This is an optimization exercise on Yosys and OpenROAD, whose aim is small area, not a production implementation. Only simulation tests tie the RTL to the original design; equivalence was not proved. The clock port is modelled as an ideal driver; clocking choices that lean on that would not hold on a real chip. Power is estimated from default activity; no workload was simulated.

==> flow/design.v (excerpt) <==
module sv_uart_engine
#(
  parameter int DATA_WIDTH = 24
)
(
  input  logic                  iclk          ,
  input  logic                  irst          ,
  output logic [DATA_WIDTH-1:0] m_axis_tdata  ,
  output logic                  m_axis_tvalid ,
  input  logic                  m_axis_tready ,
  input  logic [DATA_WIDTH-1:0] s_axis_tdata  ,
  input  logic                  s_axis_tvalid ,
  output logic                  s_axis_tready ,
  input  logic           [15:0] idivider      ,
  output logic                  otx           ,
  input  logic                  irx
);
  logic [7:0] rx_data;
  sv_uart_rx rx__ (
    .iclk          (iclk          ),
    .irst          (irst          ),
    .m_axis_tdata  (rx_data       ),
    .m_axis_tvalid (m_axis_tvalid ),
    .m_axis_tready (m_axis_tready ),
    .idivider      (idivider      ),
    .irx           (irx           )
  );
  assign m_axis_tdata = {{(DATA_WIDTH-8){1'b0}}, rx_data};
  sv_uart_tx tx__ (
    .iclk          (iclk          ),
    .irst          (irst          ),
    .s_axis_tdata  (s_axis_tdata  ),
    .s_axis_tvalid (s_axis_tvalid ),
    .s_axis_tready (s_axis_tready ),
    .idivider      (idivider      ),
    .otx           (otx           )
  );
endmodule
Size: roughly 72 I/O pins.
==> flow/config.mk <==
export PLATFORM = sky130hd
export DESIGN_NAME = sv_uart_engine
export DESIGN_NICKNAME = sv_uart_engine
export VERILOG_FILES = /design/flow/design.v
export SDC_FILE = /design/flow/constraint.sdc
export NUM_CORES = 4
export LEC_CHECK = 0
export CAP_MARGIN = 20
export CORE_MARGIN = 2
export CORE_UTILIZATION = 50
export PLACE_DENSITY = 0.65
export SLEW_MARGIN = 20
==> flow/constraint.sdc <==
create_clock -name core_clock -period 5.0 [get_ports {iclk}]
set_input_delay 1.0000 -clock core_clock [delete_from_list [all_inputs] [get_ports {iclk}]]
set_output_delay 1.0000 -clock core_clock [all_outputs]
set_load 0.01 [all_outputs]
standard.sh (not shown) runs the stock make flow with config.mk's settings and CLKGATE_MAP_FILE= SYNTH_SCRIPT=/design/flow/synth_recipe.tcl, a recipe that flattens the netlist after the stock synthesis.
==> flow/flow/run.sh <==
#!/bin/bash
# Standard ORFS layout, with these changes: every port gets the smallest
# buffer; logic cells start at their smallest drive strength (flow/downsize.tcl,
# before floorplanning; the repair steps size up what needs it); one tie cell
# drives all constant outputs; the clock tree is built from clkbuf_8, and leaves with at most 12 sinks get clkbuf_4 (flow/cts_leaves.tcl),
# without dummy loads. make's output goes to make_flow.log here; ORFS writes
# each step's log under orfs/logs.
set -euo pipefail
here=$(pwd)
export BUFFER_PORTS_ARGS="-buffer_cell sky130_fd_sc_hd__buf_1"
export CTS_ARGS="-sink_clustering_enable -repair_clock_nets -dont_use_dummy_load -buf_list sky130_fd_sc_hd__clkbuf_8"
export PRE_FLOORPLAN_TCL="$here/flow/downsize.tcl"
export SKIP_REPAIR_TIE_FANOUT=1
export POST_CTS_TCL="$here/flow/cts_leaves.tcl"
bash standard.sh > make_flow.log 2>&1
==> flow/flow/cts_leaves.tcl <==
set db [ord::get_db]
set small [$db findMaster sky130_fd_sc_hd__clkbuf_4]
set n 0
foreach inst [[ord::get_db_block] getInsts] {
  if { [[$inst getMaster] getName] ne "sky130_fd_sc_hd__clkbuf_8" } { continue }
  set out [$inst findITerm X]
  if { $out eq "NULL" } { continue }
  set net [$out getNet]
  if { $net eq "NULL" } { continue }
  set sinks 0
  set leaf 1
  foreach it [$net getITerms] {
    if { [$it isOutputSignal] } { continue }
    incr sinks
    if { [string match "*clkbuf*" [[[$it getInst] getMaster] getName]] } { set leaf 0 }
  }
  if { $leaf && $sinks <= 12 } { $inst swapMaster $small; incr n }
}
puts "cts_leaves: $n leaf clock buffers swapped to clkbuf_4"
detailed_placement
Other scripts of this flow, unchanged in this note and not shown: flow/flow/downsize.tcl
Edit:
==> flow/flow/run.sh (replaced) <==
#!/bin/bash
# Standard ORFS layout, with three changes: every port gets the smallest
# buffer, logic cells start at their smallest drive strength (flow/downsize.tcl,
# before floorplanning; the repair steps size up what needs it), and the
# clock tree is built without dummy loads. make's output goes to
# make_flow.log here; ORFS writes each step's log under orfs/logs.
set -euo pipefail
here=$(pwd)
export BUFFER_PORTS_ARGS="-buffer_cell sky130_fd_sc_hd__buf_1"
export CTS_ARGS="-sink_clustering_enable -repair_clock_nets -dont_use_dummy_load -buf_list sky130_fd_sc_hd__clkbuf_8"
export PRE_FLOORPLAN_TCL="$here/flow/downsize.tcl"
bash standard.sh > make_flow.log 2>&1
removed: flow/flow/cts_leaves.tcl
Non-clock buffer count is unchanged. Count of clock-buffer cells in the layout does not change. Final cell count climbs by 3.3%. Wire length drops by 1.3%. Die area stays the same.
Edit:
==> flow/flow/run.sh (replaced) <==
#!/bin/bash
# Standard ORFS layout, with these changes: every port gets the smallest
# buffer; logic cells start at their smallest drive strength (flow/downsize.tcl,
# before floorplanning; the repair steps size up what needs it); one tie cell
# drives all constant outputs; the clock tree is built from clkbuf_8, and leaves with at most 10 sinks get clkbuf_4 (flow/cts_leaves.tcl),
# without dummy loads. make's output goes to make_flow.log here; ORFS writes
# each step's log under orfs/logs.
set -euo pipefail
here=$(pwd)
export BUFFER_PORTS_ARGS="-buffer_cell sky130_fd_sc_hd__buf_1"
export CTS_ARGS="-sink_clustering_enable -repair_clock_nets -dont_use_dummy_load -buf_list sky130_fd_sc_hd__clkbuf_8"
export PRE_FLOORPLAN_TCL="$here/flow/downsize.tcl"
export SKIP_REPAIR_TIE_FANOUT=1
export POST_CTS_TCL="$here/flow/cts_leaves.tcl"
bash standard.sh > make_flow.log 2>&1
==> flow/flow/cts_leaves.tcl (new file) <==
set db [ord::get_db]
set small [$db findMaster sky130_fd_sc_hd__clkbuf_4]
set n 0
foreach inst [[ord::get_db_block] getInsts] {
  if { [[$inst getMaster] getName] ne "sky130_fd_sc_hd__clkbuf_8" } { continue }
  set out [$inst findITerm X]
  if { $out eq "NULL" } { continue }
  set net [$out getNet]
  if { $net eq "NULL" } { continue }
  set sinks 0
  set leaf 1
  foreach it [$net getITerms] {
    if { [$it isOutputSignal] } { continue }
    incr sinks
    if { [string match "*clkbuf*" [[[$it getInst] getMaster] getName]] } { set leaf 0 }
  }
  if { $leaf && $sinks <= 10 } { $inst swapMaster $small; incr n }
}
puts "cts_leaves: $n leaf clock buffers swapped to clkbuf_4"
detailed_placement
--- a/flow/config.mk
+++ b/flow/config.mk
@@ -7,3 +7,4 @@
 export LEC_CHECK = 0
-export CAP_MARGIN = 20
+export ABC_AREA = 1
+export CAP_MARGIN = 0
 export CORE_MARGIN = 2
@@ -11,2 +12,2 @@
 export PLACE_DENSITY = 0.65
-export SLEW_MARGIN = 20
+export SLEW_MARGIN = 0
=> Cell count rose by 22%; cell area goes up by 2.4%; total power rose by 4.1%; sequential power rose by about 2%; die area rose by 5.2%; worst hold slack is worse by 0.030 ns; combinational power climbs by 25%; critical path depth is unchanged; clock skew came out higher by 0.011 ns; first-iteration DRC count falls by 7.0%; worst setup slack degrades by 0.23 ns.
Edit:
==> flow/flow/run.sh (replaced) <==
#!/bin/bash
# The standard ORFS layout with these changes:
# - synthesis is synth_recipe.tcl unchanged except that ABC maps with
#   flow/abc_area.script (an area-oriented mapping) instead of ORFS's speed
#   script; registers are mapped before ABC, so they are the same as the
#   standard synthesis's;
# - logic cells start at their smallest drive strength (flow/downsize.tcl,
#   before floorplanning); the repair steps size up whatever needs it;
# - every port gets the smallest buffer, buf_1;
# - one tie cell drives all constant outputs;
# - the clock tree is built from clkbuf_8 without dummy loads, and leaves
#   with at most 10 sinks then get clkbuf_4 (flow/cts_leaves.tcl).
# make's output goes to make_synth.log and make_flow.log here; ORFS writes
# each step's log under orfs/logs.
set -euo pipefail
here=$(pwd)
{
  printf 'proc abc {args} {\n'
  printf '  set i [lsearch $args -script]\n'
  printf '  if {$i >= 0} { lset args [expr {$i + 1}] {%s} }\n' "$here/flow/abc_area.script"
  printf '  yosys abc {*}$args\n'
  printf '}\n'
  cat synth_recipe.tcl
} > area_synth.tcl
sed "s|SYNTH_SCRIPT=[^ ]*|SYNTH_SCRIPT=$here/area_synth.tcl|" standard.sh > area_standard.sh
grep -q "SYNTH_SCRIPT=$here/area_synth.tcl" area_standard.sh

export BUFFER_PORTS_ARGS="-buffer_cell sky130_fd_sc_hd__buf_1"
export CTS_ARGS="-sink_clustering_enable -repair_clock_nets -dont_use_dummy_load -buf_list sky130_fd_sc_hd__clkbuf_8"
export PRE_FLOORPLAN_TCL="$here/flow/downsize.tcl"
export POST_CTS_TCL="$here/flow/cts_leaves.tcl"
export SKIP_REPAIR_TIE_FANOUT=1

bash area_standard.sh synth > make_synth.log 2>&1
bash standard.sh > make_flow.log 2>&1
==> flow/flow/abc_area.script (new file) <==
strash
dch
amap
topo
--- a/flow/config.mk
+++ b/flow/config.mk
@@ -7,3 +7,2 @@
 export LEC_CHECK = 0
-export ABC_AREA = 1
 export CAP_MARGIN = 0
Result: Critical path depth went up by 1; worst setup slack degrades by 0.092 ns; first-iteration DRC count goes down by 25%; register-to-register slack loses 0.09 ns; global-route usage went down by 1.7 points; maximum frequency went down by 2.0%; design area shrinks by 6.7%; cell count came out lower by 18%.
Edit:
==> flow/flow/run.sh (replaced) <==
#!/bin/bash
# Standard ORFS layout, with these changes: every port gets the smallest
# buffer; logic cells start at their smallest drive strength (flow/downsize.tcl,
# before floorplanning; the repair steps size up what needs it); one tie cell
# drives all constant outputs; the clock tree is built from clkbuf_8, and leaves with at most 10 sinks get clkbuf_4 (flow/cts_leaves.tcl),
# without dummy loads. make's output goes to make_flow.log here; ORFS writes
# each step's log under orfs/logs.
set -euo pipefail
here=$(pwd)
export BUFFER_PORTS_ARGS="-buffer_cell sky130_fd_sc_hd__buf_1"
export CTS_ARGS="-sink_clustering_enable -repair_clock_nets -dont_use_dummy_load -buf_list sky130_fd_sc_hd__clkbuf_8"
export PRE_FLOORPLAN_TCL="$here/flow/downsize.tcl"
export SKIP_REPAIR_TIE_FANOUT=1
export POST_CTS_TCL="$here/flow/cts_leaves.tcl"
bash standard.sh > make_flow.log 2>&1
removed: flow/flow/abc_area.script
Outcome: Cell count goes down by a few percent; via count falls by a few percent; clock skew climbs by 0.011 ns.

-- separate check: timing with driven ports --
No port has a modelled driver above. Below, the same layouts with a new extraction and two added sets of constraints. Step 1 sets driving cells, clkbuf_16 on the clock port and buf_2 on the other inputs (assumed; they add their load-dependent delay and slew). Step 2 adds t to the input delays and takes it off the output delays; t is the mean of the earliest and latest rising clock arrival at the registers after step 1. Input paths then give back, and output paths get back, about the clock's delay inside the block. Slacks: no drivers / after step 1 / after step 2; pairs: no drivers / after step 1.
run | shift t [ns] | setup slack, ns | hold slack, ns | worst setup path at the end | cell pins on the clock port's net
the first run | 0.378 | 0.753 / 0.753 / 0.753 | 0.435 / 0.435 / 0.435 | register to register | 1
the second run | 0.365 | 0.845 / 0.845 / 0.845 | 0.436 / 0.436 / 0.436 | register to register | 1
the third run | 0.364 | 0.610 / 0.610 / 0.610 | 0.406 / 0.406 / 0.406 | register to register | 1
the fourth run | 0.361 | 0.518 / 0.518 / 0.518 | 0.435 / 0.435 / 0.435 | register to register | 1
the fifth run | 0.371 | 0.810 / 0.810 / 0.810 | 0.436 / 0.436 / 0.436 | register to register | 1
After both steps setup and hold are still met in every run listed.
